Background: an optimization exercise with open tools, aiming at a short achievable clock period and few clock cycles. Do not read the settings as production practice.
In this exercise RTL edits were held to simulation tests only and were not proved equivalent to the original.
No activity file was given, so power comes from the tool's default toggle rates.

==> design/flow/design.v <==
`default_nettype none
`timescale 1ns / 1ps
module rv32i_cpu_t(
    input wire clk,                    
    input wire reset,                  
    input wire hold,                   
    input wire [31:0] in_data,         
    output wire [3:0] out_write_mask,  
    output wire [31:0] out_mem_addr,   
    output wire [31:0] out_data        
    );
  localparam RESET_VECTOR  = 32'h00010074;
  localparam STACK_POINTER = 32'hffffffff;
  reg [31:0] fpc;       
  reg [31:0] aq;        
  reg        d_valid;
  reg [31:0] d_inst;
  reg [31:0] d_pc;
  reg [31:0] d_pc4;
  reg        d_bp;      
  reg [7:0]  d_bpsel;   
  reg [31:0] d_bptgt;   
  reg        d_fill;    
  reg        e_valid;
  reg [31:0] e_a;       
  reg [31:0] e_b;       
  reg [31:0] e_r2;      
  reg [31:0] e_pre;     
  reg [31:0] e_alt;     
  reg [4:0]  e_rd;
  reg        e_wen;
  reg        e_load;    
  reg        e_store;
  reg        e_br;      
  reg        e_jalr;
  reg        e_inv;     
  reg [31:0] e_pc;
  reg [31:0] e_btgt;    
  reg        e_jal;
  reg        e_bp;
  reg [7:0]  e_bpsel;
  reg [31:0] e_v0, e_v1;  
  reg [2:0]  e_f3;
  reg        e_ceq, e_clt, e_cltu;
  reg        e_sub, e_selpre, e_seladd, e_slt, e_sltu,
             e_xor, e_or, e_and, e_sll, e_sr, e_sra;
  reg        m_valid;
  reg        m_port;    
  reg        m_load;
  reg        m_wen;
  reg [4:0]  m_rd;
  reg [2:0]  m_f3;
  reg [31:0] m_res;
  reg [31:0] m_sd;
  reg [3:0]  m_mask;
  reg [29:0] m_pc;
  reg        m_ctl;     
  reg        m_taken;
  reg [29:0] m_tgt;
  reg        m_bp;
  reg [7:0]  m_bpsel;
  reg        u_alloc, u_fix, u_clear;
  reg [7:0]  u_sel;
  reg [29:0] u_tag, u_tgt;
  reg        w_wen;
  reg [4:0]  w_rd;
  reg [31:0] w_data;
  assign out_mem_addr   = aq;
  assign out_write_mask = m_mask;
  assign out_data       = m_sd;
  wire [1023:0] xv;
  assign xv[31:0] = 32'd0;
  genvar gi;
  generate
    for (gi = 1; gi < 32; gi = gi + 1) begin : g_rf
      reg [31:0] r;
      always @(posedge clk) begin
        if (reset && gi == 2)
          r <= STACK_POINTER;
        else if (w_wen && w_rd == gi)
          r <= w_data;
      end
      assign xv[gi*32 +: 32] = r;
    end
  endgenerate
  reg [7:0]  bt_v;
  reg [29:0] bt_tag [0:7];
  reg [29:0] bt_tgt [0:7];
  reg [2:0]  bt_rr;
  wire [7:0] bt_hit;
  reg  [29:0] bt_htgt;
  integer bi;
  genvar gb;
  generate
    for (gb = 0; gb < 8; gb = gb + 1) begin : g_bt
      assign bt_hit[gb] = bt_v[gb] & (bt_tag[gb] == fpc[31:2]);
    end
  endgenerate
  always @* begin
    bt_htgt = 30'd0;
    for (bi = 0; bi < 8; bi = bi + 1)
      bt_htgt = bt_htgt | ({30{bt_hit[bi]}} & bt_tgt[bi]);
  end
  wire bt_any = |bt_hit;
  wire [7:0] bt_rrsel = 8'd1 << bt_rr;
  always @(posedge clk) begin
    if (reset) begin
      bt_v  <= 8'd0;
      bt_rr <= 3'd0;
    end else begin
      for (bi = 0; bi < 8; bi = bi + 1) begin
        if ((u_alloc && bt_rrsel[bi]) || (u_fix && u_sel[bi])) begin
          bt_v[bi]   <= 1'b1;
          bt_tag[bi] <= u_tag;
          bt_tgt[bi] <= u_tgt;
        end else if (u_clear && u_sel[bi]) begin
          bt_v[bi]   <= 1'b0;
        end
      end
      if (u_alloc) bt_rr <= bt_rr + 3'd1;
    end
  end
  reg [24:0] ic_tag [0:7];
  reg [3:0]  ic_v   [0:7];
  reg [31:0] ic_d   [0:31];
  wire [2:0] ic_li  = fpc[6:4];
  wire [1:0] ic_wi  = fpc[3:2];
  wire [7:0] ic_teq;
  wire [7:0] ic_vw;
  genvar gc;
  generate
    for (gc = 0; gc < 8; gc = gc + 1) begin : g_ict
      assign ic_teq[gc] = ic_tag[gc] == fpc[31:7];
      assign ic_vw[gc]  = ic_v[gc][ic_wi];
    end
  endgenerate
  wire       ic_hit = ic_teq[ic_li] & ic_vw[ic_li];
  wire [31:0] ic_q  = ic_d[fpc[6:2]];
  wire [2:0] fl_li  = d_pc[6:4];
  wire [1:0] fl_wi  = d_pc[3:2];
  wire       fl_same = ic_tag[fl_li] == d_pc[31:7];
  integer ci;
  always @(posedge clk) begin
    if (reset) begin
      for (ci = 0; ci < 8; ci = ci + 1) ic_v[ci] <= 4'd0;
    end else if (d_fill) begin
      ic_v[fl_li]   <= (fl_same ? ic_v[fl_li] : 4'd0) | (4'd1 << fl_wi);
      ic_tag[fl_li] <= d_pc[31:7];
      ic_d[d_pc[6:2]] <= d_inst;
    end
  end
  wire [31:0] sum   = e_a + e_b;
  wire [32:0] dif33 = {1'b0, e_a} - {1'b0, e_b};
  wire [31:0] dif   = dif33[31:0];
  wire        eq    = e_a == e_b;
  wire        ltu   = dif33[32];
  wire        lts   = (e_a[31] ^ e_b[31]) ? e_a[31] : ltu;
  wire [31:0] sll = e_a << e_b[4:0];
  wire [31:0] sr  = $signed({e_sra & e_a[31], e_a}) >>> e_b[4:0];
  wire [31:0] res = ({32{e_selpre}} & e_pre) |
                    ({32{e_seladd}} & sum) |
                    ({32{e_sub}}    & dif) |
                    ({32{e_slt}}    & {31'd0, lts}) |
                    ({32{e_sltu}}   & {31'd0, ltu}) |
                    ({32{e_xor}}    & (e_a ^ e_b)) |
                    ({32{e_or}}     & (e_a | e_b)) |
                    ({32{e_and}}    & (e_a & e_b)) |
                    ({32{e_sll}}    & sll) |
                    ({32{e_sr}}     & sr);
  wire cond = (e_ceq & eq) | (e_clt & lts) | (e_cltu & ltu);
  reg [3:0] smask;
  always @* begin
    case (e_f3[1:0])
      2'd0:    smask = 4'b0001 << sum[1:0];
      2'd1:    smask = sum[0] ? 4'b0000 : sum[1] ? 4'b1100 : 4'b0011;
      default: smask = (sum[1:0] == 2'd0) ? 4'b1111 : 4'b0000;
    endcase
  end
  wire [31:0] sdata = (e_f3[1:0] == 2'd0) ? {4{e_r2[7:0]}} :
                      (e_f3[1:0] == 2'd1) ? {2{e_r2[15:0]}} : e_r2;
  wire e_jok      = e_bp & ((e_a == e_v0) | (e_a == e_v1));
  wire e_redirect = e_valid & ((e_jalr & ~e_jok) | (e_br & (cond ^ e_inv)));
  wire e_taken    = e_jal | e_jalr | (e_br & (cond ^ e_f3[0]));
  wire [31:0] e_target = e_jalr ? {sum[31:1], 1'b0} : e_alt;
  wire e_port     = e_valid & (e_load | e_store);
  wire [1:0] ma = m_res[1:0];
  wire m_byte = m_f3[1:0] == 2'd0;
  wire m_half = m_f3[1:0] == 2'd1;
  wire m_sgn  = ~m_f3[2];
  wire s_w  = (m_f3 == 3'd2) & (ma == 2'd0);
  wire s_h0 = m_half & (ma == 2'd0);
  wire s_h2 = m_half & (ma == 2'd2);
  wire s_b0 = m_byte & (ma == 2'd0);
  wire s_b1 = m_byte & (ma == 2'd1);
  wire s_b2 = m_byte & (ma == 2'd2);
  wire s_b3 = m_byte & (ma == 2'd3);
  wire [7:0] ld_lo = ({8{s_w | s_h0 | s_b0}} & in_data[7:0]) |
                     ({8{s_h2 | s_b2}}       & in_data[23:16]) |
                     ({8{s_b1}}              & in_data[15:8]) |
                     ({8{s_b3}}              & in_data[31:24]);
  wire sign8  = m_sgn & ((s_b0 & in_data[7]) | (s_b1 & in_data[15]) |
                         (s_b2 & in_data[23]) | (s_b3 & in_data[31]));
  wire sign16 = m_sgn & ((s_h0 & in_data[15]) | (s_h2 & in_data[31]));
  wire [7:0] ld_mid = ({8{s_w | s_h0}} & in_data[15:8]) |
                      ({8{s_h2}}       & in_data[31:24]) |
                      {8{sign8}};
  wire [15:0] ld_hi = ({16{s_w}} & in_data[31:16]) | {16{sign8 | sign16}};
  wire [31:0] ld_val = {ld_hi, ld_mid, ld_lo};
  wire [4:0] d_op  = d_inst[6:2];
  wire [4:0] d_rd  = d_inst[11:7];
  wire [2:0] d_f3  = d_inst[14:12];
  wire [4:0] d_rs1 = d_inst[19:15];
  wire [4:0] d_rs2 = d_inst[24:20];
  wire d_is_load  = d_op == 5'b00000;
  wire d_is_opimm = d_op == 5'b00100;
  wire d_is_auipc = d_op == 5'b00101;
  wire d_is_store = d_op == 5'b01000;
  wire d_is_op    = d_op == 5'b01100;
  wire d_is_lui   = d_op == 5'b01101;
  wire d_is_br    = d_op == 5'b11000;
  wire d_is_jalr  = d_op == 5'b11001;
  wire d_is_jal   = d_op == 5'b11011;
  wire d_alu      = d_is_op | d_is_opimm;
  wire d_rdnz = d_rd != 5'd0;
  wire d_wen  = d_rdnz & (d_is_load | d_is_opimm | d_is_auipc | d_is_op |
                          d_is_lui | d_is_jalr | d_is_jal);
  wire d_use1 = d_is_load | d_is_opimm | d_is_store | d_is_op | d_is_br | d_is_jalr;
  wire d_use2 = d_is_store | d_is_op | d_is_br;
  wire d_selimm = d_is_opimm | d_is_load | d_is_store | d_is_jalr;
  wire d_brv  = d_is_br & (d_f3[2:1] != 2'b01);    
  wire [31:0] d_immi = {{21{d_inst[31]}}, d_inst[30:20]};
  wire [31:0] d_imms = {{21{d_inst[31]}}, d_inst[30:25], d_inst[11:7]};
  wire [31:0] d_immb = {{20{d_inst[31]}}, d_inst[7], d_inst[30:25], d_inst[11:8], 1'b0};
  wire [31:0] d_immu = {d_inst[31:12], 12'b0};
  wire [31:0] d_immj = {{12{d_inst[31]}}, d_inst[19:12], d_inst[20], d_inst[30:21], 1'b0};
  wire [31:0] d_imm  = d_is_store ? d_imms : d_immi;
  wire [31:0] d_tj   = d_pc + d_immj;
  wire [31:0] d_tb   = d_pc + d_immb;
  wire [31:0] d_tu   = d_pc + d_immu;
  wire [31:0] d_tgt  = ({32{d_is_jal}} & d_tj) | ({32{~d_is_jal}} & d_tb);
  wire d_spred = d_brv & d_inst[31] & ~d_bp;
  wire d_pred  = d_spred | d_bp;
  wire [31:0] d_v0 = d_bptgt - d_immi;
  wire [31:0] d_v1 = {d_bptgt[31:1], 1'b1} - d_immi;
  wire d_e1 = e_valid & e_wen & (e_rd == d_rs1);
  wire d_m1 = m_valid & m_wen & (m_rd == d_rs1);
  wire d_w1 = w_wen & (w_rd == d_rs1);
  wire d_e2 = e_valid & e_wen & (e_rd == d_rs2);
  wire d_m2 = m_valid & m_wen & (m_rd == d_rs2);
  wire d_w2 = w_wen & (w_rd == d_rs2);
  wire d_haz = (d_use1 & d_e1 & e_load) | (d_use2 & d_e2 & e_load);
  wire [31:0] m_val = m_load ? ld_val : m_res;
  wire [31:0] o1 = d_m1 ? m_val : d_w1 ? w_data : xv[d_rs1*32 +: 32];
  wire [31:0] o2 = d_m2 ? m_val : d_w2 ? w_data : xv[d_rs2*32 +: 32];
  wire [31:0] v_pre = e_pre;
  wire [31:0] v_slt = {31'd0, lts};
  wire [31:0] v_sltu = {31'd0, ltu};
  wire [31:0] v_xor = e_a ^ e_b;
  wire [31:0] v_or  = e_a | e_b;
  wire [31:0] v_and = e_a & e_b;
  wire fb = d_e2 & ~d_selimm;
  wire [31:0] a_next  = ({32{d_e1 & e_selpre}} & v_pre) | ({32{d_e1 & e_seladd}} & sum) |
                        ({32{d_e1 & e_sub}} & dif) | ({32{d_e1 & e_slt}} & v_slt) |
                        ({32{d_e1 & e_sltu}} & v_sltu) | ({32{d_e1 & e_xor}} & v_xor) |
                        ({32{d_e1 & e_or}} & v_or) | ({32{d_e1 & e_and}} & v_and) |
                        ({32{d_e1 & e_sll}} & sll) | ({32{d_e1 & e_sr}} & sr) |
                        ({32{~d_e1}} & o1);
  wire [31:0] r2_next = ({32{d_e2 & e_selpre}} & v_pre) | ({32{d_e2 & e_seladd}} & sum) |
                        ({32{d_e2 & e_sub}} & dif) | ({32{d_e2 & e_slt}} & v_slt) |
                        ({32{d_e2 & e_sltu}} & v_sltu) | ({32{d_e2 & e_xor}} & v_xor) |
                        ({32{d_e2 & e_or}} & v_or) | ({32{d_e2 & e_and}} & v_and) |
                        ({32{d_e2 & e_sll}} & sll) | ({32{d_e2 & e_sr}} & sr) |
                        ({32{~d_e2}} & o2);
  wire [31:0] b_next  = ({32{fb & e_selpre}} & v_pre) | ({32{fb & e_seladd}} & sum) |
                        ({32{fb & e_sub}} & dif) | ({32{fb & e_slt}} & v_slt) |
                        ({32{fb & e_sltu}} & v_sltu) | ({32{fb & e_xor}} & v_xor) |
                        ({32{fb & e_or}} & v_or) | ({32{fb & e_and}} & v_and) |
                        ({32{fb & e_sll}} & sll) | ({32{fb & e_sr}} & sr) |
                        ({32{~fb}} & (d_selimm ? d_imm : o2));
  wire d_fire     = d_valid & ~d_haz;
  wire d_redirect = d_fire & ~e_redirect & ~d_bp & (d_is_jal | d_spred);
  wire f_fire     = (ic_hit | ~m_port) & (~d_valid | d_fire);
  wire [31:0] fpc4 = fpc + 32'd4;
  wire [31:0] fpc_next = e_redirect ? e_target :
                         d_redirect ? d_tgt :
                         f_fire     ? (bt_any ? {bt_htgt, 2'b00} : fpc4) : fpc;
  always @(posedge clk) begin
    if (reset) begin
      fpc     <= RESET_VECTOR;
      aq      <= RESET_VECTOR;
      d_valid <= 1'b0;
      e_valid <= 1'b0;
      m_valid <= 1'b0;
      m_port  <= 1'b0;
      m_mask  <= 4'd0;
      m_sd    <= 32'd0;    
      e_a     <= 32'd0;
      e_b     <= 32'd0;
      e_r2    <= 32'd0;
      d_inst  <= 32'd0;
      d_pc    <= 32'd0;
      w_wen   <= 1'b0;
      d_fill  <= 1'b0;
      u_alloc <= 1'b0;
      u_fix   <= 1'b0;
      u_clear <= 1'b0;
    end else if (hold) begin
      u_alloc <= 1'b0;
      u_fix   <= 1'b0;
      u_clear <= 1'b0;
    end else begin
      fpc     <= fpc_next;
      aq      <= e_port ? sum : fpc_next;
      d_valid <= f_fire ? ~(e_redirect | d_redirect) :
                 d_fire ? 1'b0 : d_valid & ~e_redirect;
      e_valid <= d_fire & ~e_redirect;
      m_valid <= e_valid;
      m_port  <= e_port;
      m_mask  <= (e_valid & e_store) ? smask : 4'd0;
      m_sd    <= sdata;
      e_a     <= a_next;
      e_b     <= b_next;
      e_r2    <= r2_next;
      if (f_fire) begin
        d_inst <= ic_hit ? ic_q : in_data;
        d_pc   <= fpc;
      end
      w_wen   <= m_valid & m_wen;
      d_fill  <= f_fire & ~ic_hit;
      u_alloc <= m_valid & m_ctl & m_taken & ~m_bp;
      u_fix   <= m_valid & m_ctl & m_taken & m_bp;
      u_clear <= m_valid & m_ctl & ~m_taken & m_bp;
    end
  end
  always @(posedge clk) begin
    if (!hold) begin
      if (f_fire) begin
        d_pc4  <= fpc4;
        d_bp    <= bt_any;
        d_bpsel <= bt_hit;
        d_bptgt <= {bt_htgt, 2'b00};
      end
      e_pre    <= ({32{d_is_lui}} & d_immu) | ({32{d_is_auipc}} & d_tu) |
                  ({32{~d_is_lui & ~d_is_auipc}} & d_pc4);
      e_alt    <= d_pred ? d_pc4 : d_tgt;
      e_rd     <= d_rd;
      e_wen    <= d_wen;
      e_load   <= d_is_load & d_rdnz;
      e_store  <= d_is_store;
      e_br     <= d_brv;
      e_jalr   <= d_is_jalr;
      e_inv    <= d_f3[0] ^ d_pred;
      e_pc     <= d_pc;
      e_btgt   <= d_tgt;
      e_jal    <= d_is_jal;
      e_bp     <= d_bp;
      e_bpsel  <= d_bpsel;
      e_v0     <= d_v0;
      e_v1     <= d_v1;
      e_f3     <= d_f3;
      e_ceq    <= d_f3[2:1] == 2'b00;
      e_clt    <= d_f3[2:1] == 2'b10;
      e_cltu   <= d_f3[2:1] == 2'b11;
      e_sub    <= d_is_op & (d_f3 == 3'd0) & d_inst[30];
      e_selpre <= d_is_lui | d_is_auipc | d_is_jal | d_is_jalr;
      e_seladd <= (d_alu & (d_f3 == 3'd0) & ~(d_is_op & d_inst[30])) | d_is_load | d_is_store;
      e_slt    <= d_alu & (d_f3 == 3'd2);
      e_sltu   <= d_alu & (d_f3 == 3'd3);
      e_xor    <= d_alu & (d_f3 == 3'd4);
      e_or     <= d_alu & (d_f3 == 3'd6);
      e_and    <= d_alu & (d_f3 == 3'd7);
      e_sll    <= d_alu & (d_f3 == 3'd1);
      e_sr     <= d_alu & (d_f3 == 3'd5);
      e_sra    <= d_inst[30];
      m_load  <= e_load;
      m_wen   <= e_wen;
      m_rd    <= e_rd;
      m_f3    <= e_f3;
      m_res   <= res;
      m_pc    <= e_pc[31:2];
      m_ctl   <= e_valid & (e_br | e_jal | e_jalr);
      m_taken <= e_taken;
      m_tgt   <= e_jalr ? sum[31:2] : e_btgt[31:2];
      m_bp    <= e_bp;
      m_bpsel <= e_bpsel;
      u_sel   <= m_bpsel;
      u_tag   <= m_pc;
      u_tgt   <= m_tgt;
      w_rd   <= m_rd;
      w_data <= m_load ? ld_val : m_res;
    end
  end
endmodule
==> design/flow/flow/run.sh <==
#!/bin/bash
set -euo pipefail
bash standard.sh SETUP_SLACK_MARGIN=9 "BUFFER_PORTS_ARGS=-buffer_cell sky130_fd_sc_hd__buf_4" finish > layout.log 2>&1
==> design/flow/standard.sh <==
#!/bin/bash
# synth_recipe.tcl (not shown) runs the flow's synth.tcl, then flattens the netlist and writes it again
# the make line also repeats each setting of config.mk as NAME=value (left out here)
make -C /OpenROAD-flow-scripts/flow DESIGN_CONFIG=/design/flow/config.mk WORK_HOME=/design/flow/orfs CLKGATE_MAP_FILE= SYNTH_SCRIPT=/design/flow/synth_recipe.tcl "${@:-finish}"
==> design/flow/config.mk <==
export PLATFORM = sky130hd
export DESIGN_NAME = rv32i_cpu_t
export DESIGN_NICKNAME = rv32i_cpu_t
export VERILOG_FILES = /design/flow/design.v
export SDC_FILE = /design/flow/constraint.sdc
export NUM_CORES = 4
export LEC_CHECK = 0
export ABC_CLOCK_PERIOD_IN_PS = 4000
export CAP_MARGIN = 20
export CORE_MARGIN = 2
export CORE_UTILIZATION = 40
export SLEW_MARGIN = 20
==> design/flow/constraint.sdc <==
create_clock -name core_clock -period 12.0 [get_ports {clk}]
set_input_delay 2.4000 -clock core_clock [delete_from_list [all_inputs] [get_ports {clk}]]
set_output_delay 2.4000 -clock core_clock [all_outputs]
set_load 0.01 [all_outputs]
==> run_summary.xml, run 1 <==
<?xml version="1.0" encoding="UTF-8"?>
<metrics>
  <group name="run_status">
    <metric name="outcome" unit="">finished clean</metric>
  </group>
  <group name="critical_path">
    <metric name="worst_ep_required_time" unit="ps">12860</metric>
    <metric name="critPathCapture" unit="">d_inst[22]$_SDFFE_PP0P_</metric>
    <metric name="cp_num_buf_inv" unit="">11</metric>
    <metric name="worstSetupPathDepth" unit="">22</metric>
    <metric name="path_common_cell" unit="">buf_6</metric>
    <metric name="critPathTopFamily" unit="">buffers and inverters</metric>
    <metric name="setup.reg_to_reg.worst_slack" unit="ps">7950</metric>
    <metric name="critical_path.max_fanout" unit="">22</metric>
    <metric name="critPathMaxStageDelay" unit="ps">420</metric>
    <metric name="crit_slowest_cell" unit="">o41ai_2</metric>
    <metric name="r2r_cells" unit="">22</metric>
    <metric name="worstPathCellList" unit="">buf_8 -&gt; xor2_1 -&gt; nor4_2 -&gt; nand4_1 -&gt; o41ai_2 -&gt; a211oi_2 -&gt; o22ai_4 -&gt; buf_6 -&gt; buf_6 -&gt; buf_6 -&gt; o21a_4 -&gt; buf_6 -&gt; buf_6 -&gt; buf_12 -&gt; nand2_8 -&gt; buf_12 -&gt; buf_6 -&gt; buf_12 -&gt; buf_16 -&gt; a211oi_2 -&gt; a21oi_1 -&gt; nor2_1</metric>
    <metric name="timing.rr.end" unit="">d_inst[22]$_SDFFE_PP0P_</metric>
    <metric name="reg2reg_from" unit="">fpc[14]$_SDFFE_PP0N_</metric>
    <metric name="timing.critical_path.to_type" unit="">flop</metric>
    <metric name="critPathLaunchType" unit="">flop</metric>
    <metric name="critPathKind" unit="">flop to flop</metric>
    <metric name="critical_path_at" unit="ps">4900</metric>
    <metric name="crit_path_start" unit="">fpc[14]$_SDFFE_PP0N_</metric>
  </group>
  <group name="global_routing">
    <metric name="globalRouteMet3Util" unit="">0.07366</metric>
    <metric name="global_route.peak_usage_layer" unit="">met2</metric>
    <metric name="globalRouteMet1Util" unit="">0.3908</metric>
    <metric name="grt_max_degree" unit="">137</metric>
    <metric name="global_route.usage.total" unit="">0.3003</metric>
    <metric name="global_route.usage.met2" unit="">0.4555</metric>
    <metric name="initial_antenna_violation_count" unit="">22</metric>
    <metric name="grt_pass1_vias" unit="">107800</metric>
    <metric name="globalRoute.totalOverflow" unit="">0</metric>
    <metric name="global_route_wire_length_before_repair" unit="mm">861.5</metric>
  </group>
  <group name="floorplanning">
    <metric name="ios" unit="">103</metric>
    <metric name="chipWidth" unit="um">637.4</metric>
    <metric name="floorplan.rows" unit="">232</metric>
    <metric name="start_util" unit="">0.4018</metric>
    <metric name="coreArea" unit="sq mm">0.3994</metric>
    <metric name="fp.dieArea" unit="sq mm">0.4063</metric>
    <metric name="floorplan.die.height" unit="um">637.4</metric>
  </group>
  <group name="routing">
    <metric name="count_of_antenna_violating_nets_left_after_detailed_routing" unit="">0</metric>
    <metric name="drt_pass1_iterations" unit="">7</metric>
    <metric name="num_vias" unit="">113200</metric>
    <metric name="detail_route.vias_per_cell" unit="">6.503</metric>
    <metric name="drt_drc_violations_left" unit="">0</metric>
    <metric name="dr.first_iter.drc_count" unit="">17080</metric>
    <metric name="totalWireLength" unit="mm">652.8</metric>
    <metric name="routed_wire_length_per_instance" unit="um">37.50</metric>
  </group>
  <group name="sta">
    <metric name="grt_setup_unrepaired" unit="">true</metric>
    <metric name="period_minus_slack" unit="ps">4046</metric>
    <metric name="maximum_clock_frequency" unit="MHz">247.2</metric>
    <metric name="setup_slack" unit="ps">7954</metric>
    <metric name="hold_viol_final" unit="">0</metric>
    <metric name="finalSetupViolCount" unit="">0</metric>
    <metric name="slew_violations" unit="">0</metric>
    <metric name="period_share" unit="">0.3371</metric>
    <metric name="worst_clock_skew" unit="ps">85.12</metric>
    <metric name="totalNegativeSetupSlack" unit="ps">0</metric>
    <metric name="tightestPinTransition" unit="ps">1281</metric>
    <metric name="slew_headroom" unit="">0.1396</metric>
  </group>
  <group name="yosys">
    <metric name="proportion_of_register_bits_with_asynchronous_set_or_reset_after_synthesis" unit="">0</metric>
    <metric name="main_combinational_cell_family_by_area_after_synthesis" unit="">multiplexers</metric>
    <metric name="synth.area.top_cells" unit="">edfxtp_1 59%, mux4_2 14%, dfxtp_1 4.0%</metric>
    <metric name="synth_largest_type_area_fraction" unit="">0.5889</metric>
    <metric name="yosys_warnings" unit="">3</metric>
    <metric name="syn_nets" unit="">10690</metric>
    <metric name="post_synth_fa_ha_maj_area_fraction" unit="">0.01549</metric>
    <metric name="postSynth.topFlopCell" unit="">edfxtp_1</metric>
    <metric name="yosys.area_share.xor_xnor" unit="">0.04033</metric>
    <metric name="synth.distinct_cells" unit="">96</metric>
    <metric name="yosys_register_bits" unit="">3465</metric>
    <metric name="synth_commonest_cells" unit="">3147 x edfxtp_1, 987 x mux4_2, 657 x nand2_1, 632 x nor2_1, 519 x a21oi_1</metric>
    <metric name="cell_count_after_synthesis" unit="">10460</metric>
    <metric name="synth-edff-count" unit="">3147</metric>
    <metric name="synth_top_area_cell" unit="">edfxtp_1</metric>
    <metric name="synth_compound_gate_area_share" unit="">0.07492</metric>
    <metric name="synth.yosys.seq_area_share" unit="">0.6286</metric>
    <metric name="portion_of_netlist_area_occupied_by_mux_cells" unit="">0.1630</metric>
    <metric name="syn_area" unit="sq mm">0.1605</metric>
    <metric name="synth_area_per_cell" unit="sq um">15.34</metric>
    <metric name="cell_with_the_most_instances_after_synthesis" unit="">edfxtp_1</metric>
    <metric name="synthSimpleGateAreaFrac" unit="">0.05283</metric>
  </group>
  <group name="cts">
    <metric name="cts.hold.buffers_added" unit="">0</metric>
    <metric name="clock_transition_at_path_regs" unit="ps">70</metric>
    <metric name="cts.sink_count" unit="">3465</metric>
    <metric name="worst_skew_pair.late_latency" unit="ps">1000</metric>
    <metric name="clock-root-buffer" unit="">clkbuf_16</metric>
    <metric name="clockBufferDepth" unit="">4</metric>
    <metric name="tritoncts" unit="">built</metric>
    <metric name="ctsHtreeMaxLevel" unit="">5</metric>
    <metric name="number_of_buffers_created_by_cts" unit="">368</metric>
  </group>
  <group name="placed_design">
    <metric name="port_buffers" unit="">102</metric>
    <metric name="post-place-ws" unit="ps">5892</metric>
    <metric name="globalplace.congestion" unit="">0.9774</metric>
    <metric name="detailedPlacementHpwl" unit="mm">345.7</metric>
    <metric name="placedCellCount" unit="">15360</metric>
  </group>
  <group name="final_layout">
    <metric name="non_filler_cells_in_the_finished_layout" unit="">17410</metric>
    <metric name="nets" unit="">12060</metric>
    <metric name="final_layout_size_suffix_gt1_frac" unit="">0.4093</metric>
    <metric name="area_growth_syn_to_layout" unit="%">31.49</metric>
  </group>
  <group name="power_and_ir_drop">
    <metric name="p_leak" unit="nW">71.10</metric>
    <metric name="worst_ir_drop_vdd" unit="mV">0.1202</metric>
    <metric name="power_density" unit="mW/mm^2">144.3</metric>
  </group>
  <group name="job">
    <metric name="drv.max_cap_violation_count" unit="">0</metric>
  </group>
  <group name="min_path">
    <metric name="hold_class" unit="">flop to flop</metric>
  </group>
</metrics>
logic make-up after synthesis:
logic type      after synthesis
xor+xnor                    739
simple gates               1890
mux                        1364
compound gates             1820
buf+inv                     988
flops                      3465
fa+ha+maj                   195
routing by layer:
metal,routed length (um),share of wire,up-vias
li1,-,-,44250
met1,230700,0.35,58310
met2,289700,0.44,8545
met3,80880,0.12,2088
met4,51400,0.079,8
met5,132,0.00020,-
stage by stage:
stage	total power [W]	util	hold slack (ps)	area, sq um
after global placement	0.01744	0.4203	400.4	167900
after global routing	0.03110	0.5282	422.3	211000
after detailed placement	0.01747	0.4204	404.5	167900
final	0.03044	0.5283	406.2	211000
after CTS	0.02985	0.5058	397.6	202000
after floorplan	0.01608	-	400.3	161000
worst min-delay path by stage:
| stage | start | to | slack [ps] | cells past startpoint |
|---|---|---|---|---|
| final | e_pc[20]$_DFFE_PN_ | m_pc[18]$_DFFE_PN_ | 410 | 0 |
| after global routing | m_bpsel[4]$_DFFE_PN_ | u_sel[4]$_DFFE_PN_ | 420 | 0 |
| after CTS | m_tgt[11]$_DFFE_PN_ | u_tgt[11]$_DFFE_PN_ | 400 | 0 |
| after detailed placement | d_bpsel[0]$_DFFE_PP_ | e_bpsel[0]$_DFFE_PN_ | 400 | 0 |
| after global placement | e_bpsel[1]$_DFFE_PN_ | m_bpsel[1]$_DFFE_PN_ | 400 | 0 |
| after floorplan | d_bpsel[0]$_DFFE_PP_ | e_bpsel[0]$_DFFE_PN_ | 400 | 0 |
placed cells by master (no fill, tap or decap), drive strengths merged, types with 149 or more instances in the layout:
cell type / netlist / routed
clkbuf: 444 / 541
clkinv: 5 / 164
o21ai: 387 / 387
mux2i: 257 / 257
xor2: 340 / 340
nor2: 633 / 640
xnor2: 399 / 399
inv: 230 / 228
a21oi: 519 / 519
a211oi: 149 / 149
nand2: 657 / 658
edfxtp: 3147 / 3147
ha: 189 / 189
buf: 309 / 1601
dfxtp: 318 / 318
mux4: 987 / 987
registers in the layout, indices dropped and copies added (netlist names), 200 cells and up, named ones only:
register	cells
bt_tag	240
bt_tgt	240
g_rf.r	992
ic_d	960
ic_tag	200
report_power, final:
group          internal, W  switching (W)  total, W
clock              0.00636        0.00501    0.0114
sequential          0.0135       0.000349    0.0139
combinational      0.00224        0.00297   0.00521
layout make-up:
| type | count | area (sq um) |
|---|---|---|
| multi-input cells | 6016 | 65780 |
| clock buffers | 469 | 9772 |
| inverters | 235 | 1124 |
| fillers | 31130 | 188400 |
| well taps | 5265 | 6588 |
| diodes | 10 | 25.02 |
| clock inverters | 208 | 2001 |
| repair buffers | 1718 | 24050 |
| repair inverters | 22 | 267.8 |
| flip-flops and latches | 3465 | 101400 |
repair_timing:
item / in CTS / in global routing
setup buffers: 732 / 333
endpoints found under the setup margin: 2762 / 1821
gates cloned: 192 / 82
hold endpoints to repair: 0 / 0
pin swaps: 563 / 500
resized for setup: 2621 / 875
Testbench counts, summed over its fixed seeds: cycles 207,906.
==> inputs of run 2 (changes only) <==
==> design/flow/flow/run.sh (replaced) <==
#!/bin/bash
set -euo pipefail
bash standard.sh SETUP_SLACK_MARGIN=8.25 "BUFFER_PORTS_ARGS=-buffer_cell sky130_fd_sc_hd__buf_4" finish > layout.log 2>&1
==> run 2 against run 1 <==
Effect of this change:
- first-iteration DRC count is 10% lower
- sequential share of layout area grew 5.1 points
- sequential cell count stayed put
- clock-buffer cell count unchanged
- area after synthesis unchanged
- design area shrank 9.7%
- critical path depth is 21 lower
- non-clock buffer count fell by 887
- maximum frequency is 1.4% higher
- clock power about the same
- critical endpoint is now out_data[3]
==> run_summary.xml, run 2 <==
<?xml version="1.0" encoding="UTF-8"?>
<metrics>
  <group name="routing">
    <metric name="count_of_antenna_violating_nets_left_after_detailed_routing" unit="">0</metric>
    <metric name="drt_drc_violations_left" unit="">0</metric>
    <metric name="routed_wire_length_per_instance" unit="um">35.07</metric>
    <metric name="drt_pass1_iterations" unit="">9</metric>
    <metric name="detail_route.vias_per_cell" unit="">6.342</metric>
    <metric name="dr.first_iter.drc_count" unit="">15320</metric>
    <metric name="num_vias" unit="">104700</metric>
    <metric name="totalWireLength" unit="mm">578.7</metric>
  </group>
  <group name="yosys">
    <metric name="synth_area_per_cell" unit="sq um">15.34</metric>
    <metric name="syn_nets" unit="">10690</metric>
    <metric name="syn_area" unit="sq mm">0.1605</metric>
    <metric name="synth.distinct_cells" unit="">96</metric>
    <metric name="cell_with_the_most_instances_after_synthesis" unit="">edfxtp_1</metric>
    <metric name="cell_count_after_synthesis" unit="">10460</metric>
    <metric name="synth.area.top_cells" unit="">edfxtp_1 59%, mux4_2 14%, dfxtp_1 4.0%</metric>
    <metric name="proportion_of_register_bits_with_asynchronous_set_or_reset_after_synthesis" unit="">0</metric>
    <metric name="synth-edff-count" unit="">3147</metric>
    <metric name="synth_commonest_cells" unit="">3147 x edfxtp_1, 987 x mux4_2, 657 x nand2_1, 632 x nor2_1, 519 x a21oi_1</metric>
    <metric name="yosys_warnings" unit="">3</metric>
    <metric name="synth_largest_type_area_fraction" unit="">0.5889</metric>
    <metric name="synth_top_area_cell" unit="">edfxtp_1</metric>
    <metric name="postSynth.topFlopCell" unit="">edfxtp_1</metric>
    <metric name="yosys_register_bits" unit="">3465</metric>
    <metric name="synth.yosys.seq_area_share" unit="">0.6286</metric>
  </group>
  <group name="run_status">
    <metric name="outcome" unit="">finished clean</metric>
  </group>
  <group name="cts">
    <metric name="cts.sink_count" unit="">3465</metric>
    <metric name="number_of_buffers_created_by_cts" unit="">368</metric>
    <metric name="ctsHtreeMaxLevel" unit="">5</metric>
    <metric name="cts.hold.buffers_added" unit="">0</metric>
    <metric name="clock_transition_at_path_regs" unit="ps">60</metric>
    <metric name="clock-root-buffer" unit="">clkbuf_16</metric>
    <metric name="worst_skew_pair.late_latency" unit="ps">1000</metric>
    <metric name="tritoncts" unit="">built</metric>
    <metric name="clockBufferDepth" unit="">4</metric>
  </group>
  <group name="final_layout">
    <metric name="most_common_cell_after_layout_fill_and_taps_aside" unit="">edfxtp_1</metric>
    <metric name="fin_area" unit="sq mm">0.1905</metric>
    <metric name="area_growth_syn_to_layout" unit="%">18.71</metric>
    <metric name="nets" unit="">11150</metric>
    <metric name="largest_register_ff_count" unit="">992</metric>
    <metric name="postLayoutCoreUtil" unit="">0.4769</metric>
    <metric name="layout_common_cells" unit="">3147 x edfxtp_1, 987 x mux4_2, 638 x nand2_1</metric>
    <metric name="final_layout_size_suffix_gt1_frac" unit="">0.2907</metric>
    <metric name="largest-register" unit="">g_rf.r</metric>
  </group>
  <group name="global_routing">
    <metric name="grt_pass1_vias" unit="">100600</metric>
    <metric name="global_route.usage.total" unit="">0.2732</metric>
    <metric name="grt_max_degree" unit="">137</metric>
    <metric name="initial_antenna_violation_count" unit="">25</metric>
    <metric name="globalRoute.totalOverflow" unit="">0</metric>
    <metric name="global_route_wire_length_before_repair" unit="mm">791.5</metric>
  </group>
  <group name="critical_path">
    <metric name="critical_path.max_fanout" unit="">2</metric>
    <metric name="worstPathCellList" unit="">buf_6</metric>
    <metric name="worst_ep_required_time" unit="ps">9600</metric>
    <metric name="timing.critical_path.to_type" unit="">output pin</metric>
    <metric name="timing.rr.end" unit="">e_a[30]$_SDFFE_PP0N_</metric>
    <metric name="setup.reg_to_reg.worst_slack" unit="ps">8090</metric>
    <metric name="crit_path_start" unit="">m_sd[3]$_SDFFE_PP0N_</metric>
    <metric name="critPathCapture" unit="">out_data[3]</metric>
    <metric name="critPathMaxStageDelay" unit="ps">460</metric>
    <metric name="r2r_cells" unit="">18</metric>
    <metric name="worstSetupPathDepth" unit="">1</metric>
    <metric name="cp_num_buf_inv" unit="">1</metric>
    <metric name="crit_slowest_cell" unit="">dfxtp_4</metric>
    <metric name="critPathLaunchType" unit="">flop</metric>
    <metric name="critPathTopFamily" unit="">flip-flops</metric>
    <metric name="critical_path_at" unit="ps">1590</metric>
    <metric name="reg2reg_from" unit="">e_b[2]$_SDFFE_PP0N_</metric>
    <metric name="critPathKind" unit="">flop to output pin</metric>
  </group>
  <group name="power_and_ir_drop">
    <metric name="power_density" unit="mW/mm^2">153.5</metric>
    <metric name="seq_power_share" unit="">0.475</metric>
    <metric name="power.clock.fraction" unit="">0.386</metric>
    <metric name="p_leak" unit="nW">62.66</metric>
    <metric name="share_comb_of_total_power" unit="">0.140</metric>
    <metric name="power.switching" unit="W">0.007746</metric>
    <metric name="worst_ir_drop_vdd" unit="mV">0.1196</metric>
    <metric name="power.internal" unit="W">0.02150</metric>
    <metric name="netSwitchingFraction" unit="">0.2649</metric>
  </group>
  <group name="sta">
    <metric name="slew_violations" unit="">0</metric>
    <metric name="tightestPinTransition" unit="ps">1250</metric>
    <metric name="period_share" unit="">0.3326</metric>
    <metric name="grt_setup_unrepaired" unit="">true</metric>
    <metric name="setup_slack" unit="ps">8009</metric>
    <metric name="totalNegativeSetupSlack" unit="ps">0</metric>
    <metric name="finalSetupViolCount" unit="">0</metric>
    <metric name="hold_viol_final" unit="">0</metric>
    <metric name="worst_clock_skew" unit="ps">96.82</metric>
    <metric name="slew_headroom" unit="">0.1577</metric>
    <metric name="period_minus_slack" unit="ps">3991</metric>
    <metric name="maximum_clock_frequency" unit="MHz">250.6</metric>
  </group>
  <group name="placed_design">
    <metric name="port_buffers" unit="">102</metric>
    <metric name="postPlaceCellArea" unit="sq mm">0.1679</metric>
    <metric name="detailedPlacementHpwl" unit="mm">345.7</metric>
    <metric name="globalplace.congestion" unit="">0.9774</metric>
    <metric name="post-place-ws" unit="ps">5892</metric>
  </group>
  <group name="floorplanning">
    <metric name="floorplan.rows" unit="">232</metric>
    <metric name="start_util" unit="">0.4018</metric>
    <metric name="chipWidth" unit="um">637.4</metric>
    <metric name="coreArea" unit="sq mm">0.3994</metric>
    <metric name="floorplan.die.height" unit="um">637.4</metric>
    <metric name="fp.dieArea" unit="sq mm">0.4063</metric>
    <metric name="ios" unit="">103</metric>
  </group>
  <group name="job">
    <metric name="drv.max_cap_violation_count" unit="">0</metric>
  </group>
  <group name="min_path">
    <metric name="hold_class" unit="">flop to flop</metric>
  </group>
</metrics>
[run 2: cell counts after synthesis]
No cell type changed its count.
[run 2: how the worst min path moves through the flow]
| stage | from | to | slack [ps] | cells past startpoint |
|---|---|---|---|---|
| 2_1_floorplan | d_bpsel[0]$_DFFE_PP_ | e_bpsel[0]$_DFFE_PN_ | 400 | 0 |
| 3_3_place_gp | e_bpsel[1]$_DFFE_PN_ | m_bpsel[1]$_DFFE_PN_ | 400 | 0 |
| 3_5_place_dp | d_bpsel[0]$_DFFE_PP_ | e_bpsel[0]$_DFFE_PN_ | 400 | 0 |
| 4_1_cts | m_tgt[11]$_DFFE_PN_ | u_tgt[11]$_DFFE_PN_ | 400 | 0 |
| 5_1_grt | m_pc[0]$_DFFE_PN_ | u_tag[0]$_DFFE_PN_ | 420 | 0 |
| 6_report | m_tgt[11]$_DFFE_PN_ | u_tgt[11]$_DFFE_PN_ | 410 | 0 |
[run 2: repair_timing]
action | 4_1_cts | 5_1_grt
setup buffers | 132 | 232
cloned | 47 | 25
endpoints found under the setup margin | 1797 | 1095
pin swaps | 62 | 172
resized for setup | 863 | 477
[run 2: through the flow]
stage                     std cells  power (W)  hold slack (ps)
after floorplan               10460    0.01608            400.3
after global placement        15360    0.01744            400.4
after detailed placement      15360    0.01747            404.5
after CTS                     16220    0.02895            397.6
after global routing          16500    0.02998            420.8
final                         16500    0.02924            410.1
[run 2: logic make-up after synthesis]
family	Yosys count	synth area share
buffers and inverters	988	0.02487
xor gates and xnor gates	739	0.04033
AOI/OAI and AO/OA	1820	0.07491
adders and majority gates	195	0.01549
and+or+nand+nor	1890	0.05283
DFF	3465	0.6286
muxes	1364	0.1630
[run 2: area by class of cell]
type	count	area, sq um
tap	5265	6588
fill	33590	208900
sequential	3465	101300
clock buffer	469	9772
inverter	235	1035
timing repair inverter	7	65.06
antenna	8	20.02
timing repair buffer	831	9859
clock inverter	208	2001
multi-input combinational	6015	59800
[run 2: power groups by stage]
stage	Sequential (W)	Clock, W	Combinational, W
2_1_floorplan	0.0140	0	0.00210
3_3_place_gp	0.0142	0	0.00323
3_5_place_dp	0.0142	0	0.00324
4_1_cts	0.0140	0.0114	0.00361
5_1_grt	0.0139	0.0119	0.00424
6_report	0.0139	0.0113	0.00408
[run 2: worst reg2reg max path, stage by stage, from the launching register on]
cell and delay, ps:
dfxtp_4 350, buf_12 140, inv_8 50, buf_12 130, ha_4 280, nor2b_4 120
o211ai_1 90, buf_4 180, a211oi_4 290, o211ai_1 110, buf_4 180, buf_6 130
a21oi_4 240, o21ai_2 130, a221oi_2 300, mux2_4 330, a221o_1 420, a21oi_2 240
a211oi_2 50
[run 2: per-layer routing]
| layer | wire (um) | up-vias | track usage |
|---|---|---|---|
| li1 | - | 42330 | - |
| met1 | 221400 | 54450 | 0.3747 |
| met2 | 263200 | 6625 | 0.4225 |
| met3 | 60560 | 1254 | 0.04765 |
| met4 | 33520 | 8 | 0.1328 |
| met5 | 56 | - | 0 |

==> what the ideal ports hide <==
No port has a modelled driver above. Below, the same layouts with a new extraction and two added sets of constraints. Step 1, drivers: a clkbuf_16 drives clk and a buf_2 each remaining input, both assumed. Step 2 times the ports against the registers' clock, not the clock port: input delays grow and output delays shrink by t, the midpoint of the rising clock arrivals with the driver on. Slacks: ideal ports / drivers / drivers and shift; pairs: ideal ports / drivers.
| run | t (ns) | setup WS [ns] | worst slew at a driven data input, ns | pins driven straight from the clock port |
|---|---|---|---|---|
| run 1 | 1.059 | 7.954 / 7.899 / 7.330 | 0.26 | 1 |
| run 2 | 1.059 | 8.009 / 7.899 / 7.258 | 0.12 | 1 |
After both steps every run listed still meets setup and hold. The setup slack of run 2, which loses most, moves by -0.110 ns with the drivers and by -0.751 ns with both steps.
